Context: an optimization exercise on an open-source flow, tuned for small area. The choices shown serve that exercise and are no tape-out recipe.
Only the layout flow was run in this run; the RTL was not checked for function there.
Power is estimated from default activity; no workload was simulated.

--- design.v ---
module dff(clk, reset, d, q);
input clk;
input reset;
input  [15:0] d;
output [15:0] q; 
reg    [15:0] q_r;
always @(posedge clk)
begin
    if(reset)
        q_r <= 0;
    else
        q_r <= d;
end
assign q = q_r; 
endmodule
module fir(clk, din, reset, dout);
input clk;
input signed [7:0] din;
input reset;
output signed [15:0] dout;
reg [7:0] x1;
reg [7:0] x2;
reg [7:0] x3;
reg [7:0] x4;
reg [7:0] x5;
reg [7:0] x6;
reg [7:0] x7;
reg [7:0] x8;
reg [7:0] x9;
reg [7:0] x10;
reg [7:0] x11;
reg [7:0] x12;
always @(posedge clk) begin
  x1 <= reset ? 8'h85 : (din ^ 8'h85);
  x2 <= reset ? 8'hfa : (x1 ^ 8'h7f);
  x3 <= reset ? 8'h01 : (x2 ^ 8'hfb);
  x4 <= reset ? 8'hfe : (x3 ^ 8'hff);
  x5 <= reset ? 8'h00 : (x4 ^ 8'hfe);
  x6 <= reset ? 8'heb : (x5 ^ 8'heb);
  x7 <= reset ? 8'h80 : (x6 ^ 8'h6b);
  x8 <= reset ? 8'h7e : (x7 ^ 8'hfe);
  x9 <= reset ? 8'h01 : (x8 ^ 8'h7f);
  x10 <= reset ? 8'hfe : (x9 ^ 8'hff);
  x11 <= reset ? 8'h80 : (x10 ^ 8'h7e);
  x12 <= reset ? 8'h7f : (x11 ^ 8'hff);
end
wire n1;
wire n2;
wire s3;
wire c4;
wire s5;
wire c6;
wire s7;
wire c8;
wire s9;
wire c10;
wire s11;
wire c12;
wire s13;
wire c14;
wire s15;
wire c16;
wire n17;
wire s18;
wire c19;
wire s20;
wire c21;
wire n22;
wire s23;
wire c24;
wire s25;
wire c26;
wire s27;
wire c28;
wire s29;
wire c30;
wire s31;
wire c32;
wire s33;
wire c34;
wire n35;
wire s36;
wire c37;
wire s38;
wire c39;
wire s40;
wire c41;
wire s42;
wire c43;
wire s44;
wire c45;
wire s46;
wire c47;
wire s48;
wire c49;
wire s50;
wire c51;
wire n52;
wire s53;
wire c54;
wire n55;
wire s56;
wire c57;
wire n58;
wire s59;
wire c60;
wire n61;
wire s62;
wire c63;
wire s64;
wire c65;
wire n66;
wire s67;
wire c68;
wire s69;
wire c70;
wire s71;
wire c72;
wire s73;
wire c74;
wire n75;
wire s76;
wire c77;
wire s78;
wire c79;
wire s80;
wire c81;
wire s82;
wire c83;
wire s84;
wire c85;
wire s86;
wire c87;
wire n88;
wire s89;
wire c90;
wire n91;
wire s92;
wire c93;
wire s94;
wire c95;
wire n96;
wire s97;
wire c98;
wire n99;
wire s100;
wire c101;
wire n102;
wire s103;
wire c104;
wire s105;
wire c106;
wire s107;
wire c108;
wire s109;
wire c110;
wire s111;
wire c112;
wire s113;
wire c114;
wire s115;
wire c116;
wire n117;
wire s118;
wire c119;
wire s120;
wire c121;
wire n122;
wire s123;
wire c124;
wire s125;
wire c126;
wire n127;
wire s128;
wire c129;
wire s130;
wire c131;
wire s132;
wire c133;
wire s134;
wire c135;
wire s136;
wire c137;
wire s138;
wire c139;
wire s140;
wire c141;
wire s142;
wire c143;
wire s144;
wire c145;
wire n146;
wire s147;
wire c148;
wire s149;
wire c150;
wire s151;
wire c152;
wire n153;
wire s154;
wire c155;
wire n156;
wire s157;
wire c158;
wire s159;
wire c160;
wire s161;
wire c162;
wire s163;
wire c164;
wire n165;
wire s166;
wire c167;
wire n168;
wire s169;
wire c170;
wire s171;
wire c172;
wire s173;
wire c174;
wire n175;
wire s176;
wire c177;
wire s178;
wire c179;
wire n180;
wire s181;
wire c182;
wire s183;
wire c184;
wire s185;
wire c186;
wire n187;
wire s188;
wire c189;
wire s190;
wire c191;
wire s192;
wire c193;
wire s194;
wire c195;
wire s196;
wire c197;
wire n198;
wire s199;
wire c200;
wire n201;
wire s202;
wire c203;
wire n204;
wire s205;
wire c206;
wire n207;
wire s208;
wire c209;
wire n210;
wire s211;
wire c212;
wire s213;
wire c214;
wire s215;
wire c216;
wire n217;
wire s218;
wire c219;
wire s220;
wire c221;
wire s222;
wire c223;
wire n224;
wire s225;
wire c226;
wire s227;
wire c228;
wire s229;
wire c230;
wire n231;
wire s232;
wire c233;
wire n234;
wire s235;
wire c236;
wire n237;
wire s238;
wire c239;
wire s240;
wire c241;
wire n242;
wire s243;
wire c244;
wire n245;
wire s246;
wire c247;
wire n248;
wire s249;
wire c250;
wire n251;
wire s252;
wire c253;
wire s254;
wire c255;
wire s256;
wire c257;
wire n258;
wire s259;
wire c260;
wire s261;
wire c262;
wire n263;
wire s264;
wire c265;
wire s266;
wire c267;
wire s268;
wire c269;
wire s270;
wire c271;
wire n272;
wire s273;
wire c274;
wire s275;
wire c276;
wire s277;
wire c278;
wire s279;
wire c280;
wire n281;
wire s282;
wire c283;
wire s284;
wire c285;
wire s286;
wire c287;
wire s288;
wire c289;
wire n290;
wire s291;
wire c292;
wire s293;
wire c294;
wire n295;
wire s296;
wire c297;
wire n298;
wire s299;
wire c300;
wire s301;
wire c302;
wire s303;
wire c304;
wire s305;
wire c306;
wire s307;
wire c308;
wire s309;
wire c310;
wire n311;
wire s312;
wire c313;
wire s314;
wire c315;
wire s316;
wire c317;
wire s318;
wire c319;
wire s320;
wire c321;
wire s322;
wire c323;
wire s324;
wire c325;
wire s326;
wire c327;
wire s328;
wire c329;
wire s330;
wire c331;
wire s332;
wire c333;
wire s334;
wire c335;
wire n336;
wire s337;
wire c338;
wire s339;
wire c340;
wire n341;
wire s342;
wire c343;
wire s344;
wire c345;
wire s346;
wire c347;
wire s348;
wire c349;
wire s350;
wire c351;
wire s352;
wire c353;
wire s354;
wire c355;
wire s356;
wire c357;
wire s358;
wire c359;
wire s360;
wire c361;
wire s362;
wire c363;
wire g364;
wire p365;
wire g366;
wire p367;
wire g368;
wire p369;
wire g370;
wire g371;
wire g372;
wire p373;
wire g374;
wire p375;
wire g376;
wire g377;
wire g378;
wire g379;
wire g380;
wire g381;
wire s382;
wire s383;
wire s384;
wire s385;
wire s386;
wire s387;
wire s388;
wire s389;
assign n1 = ~x3[0];
assign n2 = ~x9[0];
ha u4 (.a(n1), .b(n2), .s(s3), .co(c4));
fa u6 (.a(x3[1]), .b(x9[1]), .ci(c4), .s(s5), .co(c6));
fa u8 (.a(x3[2]), .b(x9[2]), .ci(c6), .s(s7), .co(c8));
fa u10 (.a(x3[3]), .b(x9[3]), .ci(c8), .s(s9), .co(c10));
fa u12 (.a(x3[4]), .b(x9[4]), .ci(c10), .s(s11), .co(c12));
fa u14 (.a(x3[5]), .b(x9[5]), .ci(c12), .s(s13), .co(c14));
fa u16 (.a(x3[6]), .b(x9[6]), .ci(c14), .s(s15), .co(c16));
assign n17 = ~c16;
fa u19 (.a(x3[7]), .b(x9[7]), .ci(n17), .s(s18), .co(c19));
ha u21 (.a(x4[0]), .b(x8[0]), .s(s20), .co(c21));
assign n22 = ~c21;
fa u24 (.a(x4[1]), .b(x8[1]), .ci(n22), .s(s23), .co(c24));
fa u26 (.a(x4[2]), .b(x8[2]), .ci(c24), .s(s25), .co(c26));
fa u28 (.a(x4[3]), .b(x8[3]), .ci(c26), .s(s27), .co(c28));
fa u30 (.a(x4[4]), .b(x8[4]), .ci(c28), .s(s29), .co(c30));
fa u32 (.a(x4[5]), .b(x8[5]), .ci(c30), .s(s31), .co(c32));
fa u34 (.a(x4[6]), .b(x8[6]), .ci(c32), .s(s33), .co(c34));
assign n35 = ~x4[7];
fa u37 (.a(x8[7]), .b(n35), .ci(c34), .s(s36), .co(c37));
ha u39 (.a(x5[0]), .b(x7[0]), .s(s38), .co(c39));
fa u41 (.a(x5[1]), .b(x7[1]), .ci(c39), .s(s40), .co(c41));
fa u43 (.a(x5[2]), .b(x7[2]), .ci(c41), .s(s42), .co(c43));
fa u45 (.a(x5[3]), .b(x7[3]), .ci(c43), .s(s44), .co(c45));
fa u47 (.a(x5[4]), .b(x7[4]), .ci(c45), .s(s46), .co(c47));
fa u49 (.a(x5[5]), .b(x7[5]), .ci(c47), .s(s48), .co(c49));
fa u51 (.a(x5[6]), .b(x7[6]), .ci(c49), .s(s50), .co(c51));
assign n52 = ~x5[7];
fa u54 (.a(x7[7]), .b(n52), .ci(c51), .s(s53), .co(c54));
assign n55 = ~x6[0];
fa u57 (.a(x12[0]), .b(n55), .ci(s20), .s(s56), .co(c57));
assign n58 = ~s56;
fa u60 (.a(s3), .b(din[0]), .ci(n58), .s(s59), .co(c60));
assign n61 = ~x1[0];
fa u63 (.a(1'b1), .b(x12[1]), .ci(n61), .s(s62), .co(c63));
fa u65 (.a(x11[0]), .b(x2[0]), .ci(x10[0]), .s(s64), .co(c65));
assign n66 = ~s38;
fa u68 (.a(x6[0]), .b(x6[1]), .ci(n66), .s(s67), .co(c68));
fa u70 (.a(s62), .b(s64), .ci(c57), .s(s69), .co(c70));
fa u72 (.a(s5), .b(s23), .ci(din[1]), .s(s71), .co(c72));
fa u74 (.a(s67), .b(c60), .ci(s71), .s(s73), .co(c74));
assign n75 = ~s69;
fa u77 (.a(n75), .b(s59), .ci(s73), .s(s76), .co(c77));
fa u79 (.a(1'b1), .b(x12[2]), .ci(x1[1]), .s(s78), .co(c79));
fa u81 (.a(x2[1]), .b(x10[1]), .ci(x6[1]), .s(s80), .co(c81));
fa u83 (.a(x11[1]), .b(x6[2]), .ci(s38), .s(s82), .co(c83));
fa u85 (.a(c63), .b(c65), .ci(s78), .s(s84), .co(c85));
fa u87 (.a(s20), .b(s80), .ci(c68), .s(s86), .co(c87));
assign n88 = ~din[2];
fa u90 (.a(s40), .b(s82), .ci(n88), .s(s89), .co(c90));
assign n91 = ~s7;
fa u93 (.a(s84), .b(c70), .ci(n91), .s(s92), .co(c93));
fa u95 (.a(s25), .b(c72), .ci(s86), .s(s94), .co(c95));
assign n96 = ~c74;
fa u98 (.a(s89), .b(s92), .ci(n96), .s(s97), .co(c98));
assign n99 = ~s97;
fa u101 (.a(s94), .b(c77), .ci(n99), .s(s100), .co(c101));
assign n102 = ~x1[2];
fa u104 (.a(1'b1), .b(x12[3]), .ci(n102), .s(s103), .co(c104));
fa u106 (.a(x11[2]), .b(x2[2]), .ci(x6[2]), .s(s105), .co(c106));
fa u108 (.a(x10[2]), .b(x6[3]), .ci(s3), .s(s107), .co(c108));
fa u110 (.a(c79), .b(s103), .ci(s105), .s(s109), .co(c110));
fa u112 (.a(c83), .b(s40), .ci(s23), .s(s111), .co(c112));
fa u114 (.a(c81), .b(din[3]), .ci(s107), .s(s113), .co(c114));
fa u116 (.a(c85), .b(s42), .ci(s109), .s(s115), .co(c116));
assign n117 = ~c87;
fa u119 (.a(n117), .b(s111), .ci(c90), .s(s118), .co(c119));
fa u121 (.a(s113), .b(s9), .ci(s27), .s(s120), .co(c121));
assign n122 = ~c95;
fa u124 (.a(c93), .b(s115), .ci(n122), .s(s123), .co(c124));
fa u126 (.a(s118), .b(c98), .ci(s123), .s(s125), .co(c126));
assign n127 = ~s125;
fa u129 (.a(s120), .b(c101), .ci(n127), .s(s128), .co(c129));
fa u131 (.a(x12[4]), .b(x1[3]), .ci(x11[3]), .s(s130), .co(c131));
fa u133 (.a(x2[3]), .b(x10[3]), .ci(x6[3]), .s(s132), .co(c133));
fa u135 (.a(x6[4]), .b(c104), .ci(c106), .s(s134), .co(c135));
fa u137 (.a(s132), .b(c108), .ci(s5), .s(s136), .co(c137));
fa u139 (.a(s130), .b(c110), .ci(s134), .s(s138), .co(c139));
fa u141 (.a(s42), .b(s25), .ci(c112), .s(s140), .co(c141));
fa u143 (.a(din[4]), .b(c114), .ci(s136), .s(s142), .co(c143));
fa u145 (.a(s44), .b(c116), .ci(s138), .s(s144), .co(c145));
assign n146 = ~s142;
fa u148 (.a(s140), .b(c119), .ci(n146), .s(s147), .co(c148));
fa u150 (.a(s11), .b(s29), .ci(c121), .s(s149), .co(c150));
fa u152 (.a(s144), .b(c124), .ci(s147), .s(s151), .co(c152));
assign n153 = ~s149;
fa u155 (.a(n153), .b(c126), .ci(s151), .s(s154), .co(c155));
assign n156 = ~c129;
ha u158 (.a(n156), .b(s154), .s(s157), .co(c158));
fa u160 (.a(x12[5]), .b(x1[4]), .ci(x11[4]), .s(s159), .co(c160));
fa u162 (.a(x2[4]), .b(x10[4]), .ci(x6[5]), .s(s161), .co(c162));
fa u164 (.a(x6[4]), .b(s38), .ci(c131), .s(s163), .co(c164));
assign n165 = ~s159;
fa u167 (.a(c133), .b(s161), .ci(n165), .s(s166), .co(c167));
assign n168 = ~din[5];
fa u170 (.a(n168), .b(c135), .ci(s163), .s(s169), .co(c170));
fa u172 (.a(s166), .b(s7), .ci(c137), .s(s171), .co(c172));
fa u174 (.a(s44), .b(c139), .ci(s169), .s(s173), .co(c174));
assign n175 = ~s171;
fa u177 (.a(s27), .b(c141), .ci(n175), .s(s176), .co(c177));
fa u179 (.a(s46), .b(c145), .ci(s173), .s(s178), .co(c179));
assign n180 = ~c143;
fa u182 (.a(n180), .b(s176), .ci(c148), .s(s181), .co(c182));
fa u184 (.a(s13), .b(s31), .ci(c150), .s(s183), .co(c184));
fa u186 (.a(s178), .b(c152), .ci(s181), .s(s185), .co(c186));
assign n187 = ~s183;
fa u189 (.a(n187), .b(c155), .ci(s185), .s(s188), .co(c189));
ha u191 (.a(c158), .b(s188), .s(s190), .co(c191));
fa u193 (.a(x12[6]), .b(x1[5]), .ci(x11[5]), .s(s192), .co(c193));
fa u195 (.a(x2[5]), .b(x10[5]), .ci(x6[0]), .s(s194), .co(c195));
fa u197 (.a(x6[5]), .b(x6[6]), .ci(c162), .s(s196), .co(c197));
assign n198 = ~s194;
fa u200 (.a(c160), .b(s192), .ci(n198), .s(s199), .co(c200));
assign n201 = ~din[6];
fa u203 (.a(s40), .b(n201), .ci(c164), .s(s202), .co(c203));
assign n204 = ~s199;
fa u206 (.a(s196), .b(c167), .ci(n204), .s(s205), .co(c206));
assign n207 = ~s9;
fa u209 (.a(c170), .b(s202), .ci(n207), .s(s208), .co(c209));
assign n210 = ~s46;
fa u212 (.a(c172), .b(s205), .ci(n210), .s(s211), .co(c212));
fa u214 (.a(s29), .b(c174), .ci(s208), .s(s213), .co(c214));
fa u216 (.a(c177), .b(s48), .ci(c179), .s(s215), .co(c216));
assign n217 = ~s211;
fa u219 (.a(n217), .b(s213), .ci(c182), .s(s218), .co(c219));
fa u221 (.a(s15), .b(s33), .ci(c184), .s(s220), .co(c221));
fa u223 (.a(s215), .b(s218), .ci(c186), .s(s222), .co(c223));
assign n224 = ~s220;
fa u226 (.a(n224), .b(c189), .ci(s222), .s(s225), .co(c226));
fa u228 (.a(1'b1), .b(x12[7]), .ci(x1[6]), .s(s227), .co(c228));
fa u230 (.a(x2[6]), .b(x10[6]), .ci(x6[1]), .s(s229), .co(c230));
assign n231 = ~x6[6];
fa u233 (.a(x11[6]), .b(x6[7]), .ci(n231), .s(s232), .co(c233));
assign n234 = ~c195;
fa u236 (.a(c193), .b(n234), .ci(s227), .s(s235), .co(c236));
assign n237 = ~s229;
fa u239 (.a(s232), .b(n237), .ci(din[7]), .s(s238), .co(c239));
fa u241 (.a(c200), .b(s42), .ci(s235), .s(s240), .co(c241));
assign n242 = ~c197;
fa u244 (.a(n242), .b(s238), .ci(c203), .s(s243), .co(c244));
assign n245 = ~c206;
fa u247 (.a(n245), .b(s240), .ci(s243), .s(s246), .co(c247));
assign n248 = ~s11;
fa u250 (.a(n248), .b(c209), .ci(s48), .s(s249), .co(c250));
assign n251 = ~c212;
fa u253 (.a(s31), .b(s246), .ci(n251), .s(s252), .co(c253));
fa u255 (.a(c214), .b(s50), .ci(s249), .s(s254), .co(c255));
fa u257 (.a(c216), .b(s252), .ci(c219), .s(s256), .co(c257));
assign n258 = ~s18;
fa u260 (.a(s36), .b(c221), .ci(n258), .s(s259), .co(c260));
fa u262 (.a(s254), .b(s256), .ci(c223), .s(s261), .co(c262));
assign n263 = ~s259;
fa u265 (.a(n263), .b(s261), .ci(c226), .s(s264), .co(c265));
fa u267 (.a(1'b1), .b(x1[7]), .ci(x11[7]), .s(s266), .co(c267));
fa u269 (.a(x2[7]), .b(x10[7]), .ci(x6[2]), .s(s268), .co(c269));
fa u271 (.a(x6[7]), .b(c228), .ci(c233), .s(s270), .co(c271));
assign n272 = ~c230;
fa u274 (.a(n272), .b(s266), .ci(s268), .s(s273), .co(c274));
fa u276 (.a(c236), .b(s270), .ci(s273), .s(s275), .co(c276));
fa u278 (.a(c239), .b(s44), .ci(c241), .s(s277), .co(c278));
fa u280 (.a(s275), .b(c244), .ci(s277), .s(s279), .co(c280));
assign n281 = ~s13;
fa u283 (.a(c247), .b(n281), .ci(s279), .s(s282), .co(c283));
fa u285 (.a(s50), .b(c250), .ci(s33), .s(s284), .co(c285));
fa u287 (.a(c253), .b(s282), .ci(s53), .s(s286), .co(c287));
fa u289 (.a(c19), .b(c255), .ci(s284), .s(s288), .co(c289));
assign n290 = ~c37;
fa u292 (.a(n290), .b(c257), .ci(s286), .s(s291), .co(c292));
fa u294 (.a(s288), .b(s291), .ci(c262), .s(s293), .co(c294));
assign n295 = ~c260;
fa u297 (.a(n295), .b(s293), .ci(c265), .s(s296), .co(c297));
assign n298 = ~x6[3];
fa u300 (.a(n298), .b(c267), .ci(c269), .s(s299), .co(c300));
fa u302 (.a(c271), .b(c274), .ci(s299), .s(s301), .co(c302));
fa u304 (.a(c276), .b(s301), .ci(s46), .s(s303), .co(c304));
fa u306 (.a(c278), .b(s303), .ci(c280), .s(s305), .co(c306));
fa u308 (.a(c283), .b(s305), .ci(c54), .s(s307), .co(c308));
fa u310 (.a(s53), .b(s36), .ci(c285), .s(s309), .co(c310));
assign n311 = ~s15;
fa u313 (.a(n311), .b(s307), .ci(c287), .s(s312), .co(c313));
fa u315 (.a(c289), .b(s309), .ci(c292), .s(s314), .co(c315));
fa u317 (.a(s312), .b(s314), .ci(c294), .s(s316), .co(c317));
fa u319 (.a(1'b1), .b(x6[4]), .ci(c300), .s(s318), .co(c319));
fa u321 (.a(s318), .b(c302), .ci(s48), .s(s320), .co(c321));
fa u323 (.a(c304), .b(s320), .ci(c306), .s(s322), .co(c323));
fa u325 (.a(c54), .b(c37), .ci(s18), .s(s324), .co(c325));
fa u327 (.a(s322), .b(c308), .ci(c310), .s(s326), .co(c327));
fa u329 (.a(s324), .b(c313), .ci(s326), .s(s328), .co(c329));
ha u331 (.a(c315), .b(s328), .s(s330), .co(c331));
fa u333 (.a(c319), .b(s50), .ci(c321), .s(s332), .co(c333));
fa u335 (.a(c19), .b(s332), .ci(c323), .s(s334), .co(c335));
assign n336 = ~x6[5];
fa u338 (.a(n336), .b(c325), .ci(s334), .s(s337), .co(c338));
fa u340 (.a(c327), .b(s337), .ci(c329), .s(s339), .co(c340));
assign n341 = ~x6[6];
fa u343 (.a(n341), .b(s53), .ci(c333), .s(s342), .co(c343));
fa u345 (.a(s342), .b(c335), .ci(c338), .s(s344), .co(c345));
fa u347 (.a(1'b1), .b(x6[7]), .ci(c54), .s(s346), .co(c347));
ha u349 (.a(s346), .b(c343), .s(s348), .co(c349));
ha u351 (.a(c191), .b(s225), .s(s350), .co(c351));
ha u353 (.a(c297), .b(s316), .s(s352), .co(c353));
ha u355 (.a(s330), .b(c317), .s(s354), .co(c355));
ha u357 (.a(c331), .b(s339), .s(s356), .co(c357));
ha u359 (.a(c340), .b(s344), .s(s358), .co(c359));
ha u361 (.a(s348), .b(c345), .s(s360), .co(c361));
ha u363 (.a(c347), .b(c349), .s(s362), .co(c363));
assign g364 = 1'b0 | (s264 & c351);
assign p365 = s352 & s296;
assign g366 = c357 | (s356 & c355);
assign p367 = s356 & s354;
assign g368 = c361 | (s360 & c359);
assign p369 = s360 & s358;
assign g370 = 1'b0 | (s296 & g364);
assign g371 = c353 | (p365 & g364);
assign g372 = c359 | (s358 & g366);
assign p373 = s358 & p367;
assign g374 = g368 | (p369 & g366);
assign p375 = p369 & p367;
assign g376 = c355 | (s354 & g371);
assign g377 = g366 | (p367 & g371);
assign g378 = g372 | (p373 & g371);
assign g379 = g374 | (p375 & g371);
assign g380 = c363 | (s362 & g379);
assign g381 = c363 | (s362 & g379);
assign s382 = s264 ^ c351;
assign s383 = s296 ^ g364;
assign s384 = s352 ^ g370;
assign s385 = s354 ^ g371;
assign s386 = s356 ^ g376;
assign s387 = s358 ^ g377;
assign s388 = s360 ^ g378;
assign s389 = s362 ^ g379;
reg [15:0] y;
always @(posedge clk) begin
  y <= reset ? 16'h0000 : {~g380, s389, s388, s387, s386, s385, s384, s383, s382, s350, s190, s157, ~s128, ~s100, ~s76, s59};
end
assign dout = y;
endmodule
module fa(a, b, ci, s, co);
input a, b, ci;
output s, co;
assign s = a ^ b ^ ci;
assign co = (a & b) | (a & ci) | (b & ci);
endmodule
module ha(a, b, s, co);
input a, b;
output s, co;
assign s = a ^ b;
assign co = a & b;
endmodule
--- run.sh ---
#!/bin/bash
# synth_recipe.tcl (not shown) runs the flow's synth.tcl, then flattens the netlist and writes it again
# the make line also repeats each setting of config.mk as NAME=value (left out here)
make -C /OpenROAD-flow-scripts/flow DESIGN_CONFIG=/design/flow/config.mk WORK_HOME=/design/flow/orfs CLKGATE_MAP_FILE= SYNTH_SCRIPT=/design/flow/synth_recipe.tcl finish
--- config.mk ---
export PLATFORM = sky130hd
export DESIGN_NAME = fir
export DESIGN_NICKNAME = fir
export VERILOG_FILES = /design/flow/design.v
export SDC_FILE = /design/flow/constraint.sdc
export NUM_CORES = 4
export LEC_CHECK = 0
export ABC_AREA = 1
export CAP_MARGIN = 20
export CORE_MARGIN = 2
export CORE_UTILIZATION = 70
export CTS_BUF_LIST = sky130_fd_sc_hd__clkbuf_4 sky130_fd_sc_hd__clkbuf_8
export GPL_ROUTABILITY_DRIVEN = 0
export GPL_TIMING_DRIVEN = 0
export PLACE_DENSITY = 0.8
export SLEW_MARGIN = 20
export SYNTH_HIERARCHICAL = 1
export SYNTH_MINIMUM_KEEP_SIZE = 0
--- constraint.sdc ---
create_clock -name core_clock -period 6.5 [get_ports {clk}]
set_input_delay 1.3000 -clock core_clock [delete_from_list [all_inputs] [get_ports {clk}]]
set_output_delay 1.3000 -clock core_clock [all_outputs]
set_load 0.01 [all_outputs]
==> key figures <==
Yosys
  – Netlist cell types: 24
  – Async S/R FF share, synth: 0
  – Top-area cell type share of the netlist area: 0.454
  – Mapped Cells: 494
  – Count leader, synth: fa_1
  – Syn avg cell area: 12.7 um^2
  – Area contributors post-synth: fa_1 (45%), dfxtp_1 (36%), inv_1 (4.5%), ha_1 (3.6%), nor2_1 (3.2%)
  – Synth top cells by count: fa_1 (142), dfxtp_1 (112), inv_1 (75)
  – Seq/Total Area, Yosys: 0.358
  – Top FF cell, synth: dfxtp_1
  – Yosys reg bits: 112
  – EDFF count, synth: 0
  – Largest area contributor in the netlist: fa_1
  – Cell area after synthesis: 6270 um^2
  – Ys Warns: 7

Timing
  – Highest Clock Rate: 156 MHz
  – Fin crit share: 0.986
  – RSZ-0062 raised after global routing: true
  – Crit path time final: 6.41 ns
  – Clk_skew: 0.0136 ns
  – Hold Fails Final Rpt: 0
  – Number of max-slew violations in the final report: 0
  – Final setup vio count: 0
  – Post-route worst setup slack: 0.0941 ns

Clock tree
  – Clock latency (worst-skew pair): 0.39 ns
  – Clk buf depth: 2
  – H-tree levels: 3
  – Num CTS Buffers: 9
  – Clk sinks: 112
  – TritonCTS clock tree: yes
  – Root buffer cell: clkbuf_8
  – Clk pin slew, worst setup/hold paths: 0.11 ns

Finish
  – Register Area: 2250 um^2
  – Design Area, Final: 7100 um^2
  – Reg with most FFs: y
  – Final net count: 714
  – Area of the multi-input gates: 3820 um^2
  – Number of flip-flops under the largest register name: 16
  – Synthesis-to-finish area growth: 13.2%
  – Count of filler cells inserted in the layout: 479
  – N_diodes: 0
  – Share of cells above drive strength 1: 0.175

Drt
  – Residual DRC: 0
  – Vias/cell: 5.37
  – Total Routed Length: 13.6 mm
  – Routed len/inst: 20.6 um
  – Routed Antenna Nets: 0
  – Via count: 3531
  – DRT Pass-1 Iters: 4
  – Initial DRC count: 142

Global routing
  – Largest net degree at the start of global routing: 21
  – All-layer global routing usage: 0.284
  – Remaining Overflow, GRT: 0
  – Initial antenna violation count: 0
  – First-pass GRT wire length: 20.0 mm
  – Vias in the first global route: 3913

Place
  – Pre-CTS setup slack: -0.537 ns
  – DP Wirelength: 10.2 mm
  – PortBufs: 24
  – Cell Area, Placed: 6670 um^2

Setup path
  – Critical Path RT: 6.78 ns
  – Crit-path cells: ha_4 > fa_2 > fa_2 > fa_2 > fa_2 > fa_2 > fa_2 > fa_2 > fa_1 > fa_2 > fa_2 > fa_2 > ha_4 > nand3_4 > nand2_4 > nand2_4 > nand2_1 > a21o_1 > ha_1 > inv_1 > nor2_1
  – Startpoint Class: flip-flop
  – Crit Path Max Fanout: 3
  – Crit-path slowest cell: fa_2
  – CP endpoint kind: flip-flop
  – CP max stage delay: 0.61 ns
  – R2R Setup Slk: 0.09 ns
  – Top Family by Delay on Critical Path: adder cells
  – Setup Crit Path Kind: flip-flop to flip-flop
  – CP dominant cell by count: fa_2
  – Crit path DAT: 6.68 ns
  – Crit path buf inv count: 1

Power
  – VDD IR-drop max: 0.713 mV
  – Leak: 3.05 nW
  – Final Power: 3.27 mW
  – Pwr dens: 461 nW/um^2

Die
  – DIE AREA: 9730 um^2
  – Initial core utilization: 0.719
  – Row Count: 34
  – Die Span X: 98.6 um
  – Die span in y: 98.6 um
  – Core Box Area: 8720 um^2
  – I/O Pins: 26

Run status
  – Status: complete, no violations

Flow run
  – Max-cap violations: 0

Worst hold path
  – Hold WC Path Type: flip-flop to flip-flop
## per-layer routing
layer / vias up / wire length [um] / GRT usage
li1: 1534 / - / -
met1: 1831 / 5080 / 0.363
met2: 123 / 7260 / 0.505
met3: 43 / 726 / 0.0447
met4: 0 / 495 / 0.0927
met5: - / 0 / 0
## worst paths after layout
| check | from | to | cells after the start |
|---|---|---|---|
| max reg2reg | x5[0]$_SDFF_PP0_ | y[14]$_SDFF_PP0_ | 21 |
| min reg2reg | x5[7]$_SDFF_PP0_ | x6[7]$_SDFF_PP1_ | 1 |
| max | x5[0]$_SDFF_PP0_ | y[14]$_SDFF_PP0_ | 21 |
| min | x5[7]$_SDFF_PP0_ | x6[7]$_SDFF_PP1_ | 1 |
## power by group
| part | internal, mW | switching, mW | total [mW] |
|---|---|---|---|
| clock | 0.197 | 0.256 | 0.453 |
| sequential | 0.749 | 0.0173 | 0.766 |
| combinational | 0.992 | 1.06 | 2.06 |
## per-module statistics from Yosys (local to each module, per instance)
module	cells	flip-flops and latches	copies in the design	area, um^2
fir	338	112	1	3250
ha	1	0	14	12.5
fa	1	0	142	20.0
## placed cells by master (no fill, tap or decap), drive strengths merged
cell type,Yosys,final
buf,12,21
nand3,3,3
dlygate4sd2,0,1
bufinv,0,1
nor3b,1,1
a21o,1,1
nand2,53,53
o21ai,1,1
a21oi,3,3
or2,3,3
inv,76,79
clkinv,1,3
clkbuf,0,10
dfxtp,112,112
nor3,2,2
xnor2,1,1
fa,142,142
nor2,64,64
ha,18,18
clkdlybuf4s50,0,23
conb,1,7
## worst reg2reg max path, delay by kind of cell, from the launching register on
family	cells	cell delay, ns
AO/OA/AOI/OAI	1	0.16
adder cells (fa/ha/maj)	14	5.41
buffers and inverters	1	0.06
flip-flops	1	0.36
AND/OR/NAND/NOR	5	0.30
## cell type report
type | count | area share
multi-input cells | 299 | 0.538
repair buffers | 33 | 0.0432
well taps | 108 | 0.0190
plain buffers | 12 | 0.0111
clock inverters | 6 | 0.0115
inverters | 77 | 0.0409
flip-flops and latches | 112 | 0.317
clock buffers | 10 | 0.0194
## metrics by stage
stage                     setup TNS, ns  instances   util  hold slack [ns]
final                                 0        657  0.814            0.410
after global routing            -0.0757        657  0.814            0.434
after CTS                             0        650  0.798            0.415
after detailed placement          -1.80        632  0.764            0.391
after global placement            -1.47        632  0.764            0.375
after floorplan                       0        500      -            0.366
## cell families after synthesis
| family | Yosys count | share of synthesized area |
|---|---|---|
| AOI/OAI and AO/OA | 5 | 0.00559 |
| xor gates and xnor gates | 1 | 0.00140 |
| adders and majority gates | 160 | 0.490 |
| buffers and inverters | 89 | 0.0589 |
| DFF | 112 | 0.358 |
| other | 1 | 0.000598 |
| and+or+nand+nor | 126 | 0.0862 |
## timing repair
| action | in CTS | in global routing |
|---|---|---|
| setup endpoints to repair | 3 | 3 |
| pin swaps | 5 | 18 |
| setup buffers | 2 | 7 |
| hold buffers | 0 | 0 |
| gates resized for setup | 19 | 24 |

## afterwards: timing with drivers on the ports
How much do the figures lean on ideal ports? The routed layout below was timed once more, with nothing changed but the port constraints.
Step 1 assumes that a clkbuf_16 drives the clock port and a buf_2 every other input.
Step 2 adds t to the input delays and takes it off the output delays; t is the mean of the earliest and latest rising clock arrival at the registers after step 1. Input paths then give back, and output paths get back, about the clock's delay inside the block.
a / b / c = ideal / step 1 / step 2; a / b = the first two.
t (ns): 0.409
setup slack, ns: 0.094 / 0.094 / -0.260
hold slack, ns: 0.410 / 0.410 / 0.410
latest minus earliest clock arrival (ns): 0.014 / 0.013
worst data-port slew with drivers (ns): 0.04
Met with ideal ports but missed after step 2: setup timing in this run. For this run, drivers alone change the setup slack by 0.000 ns; drivers and shift together by -0.354 ns.
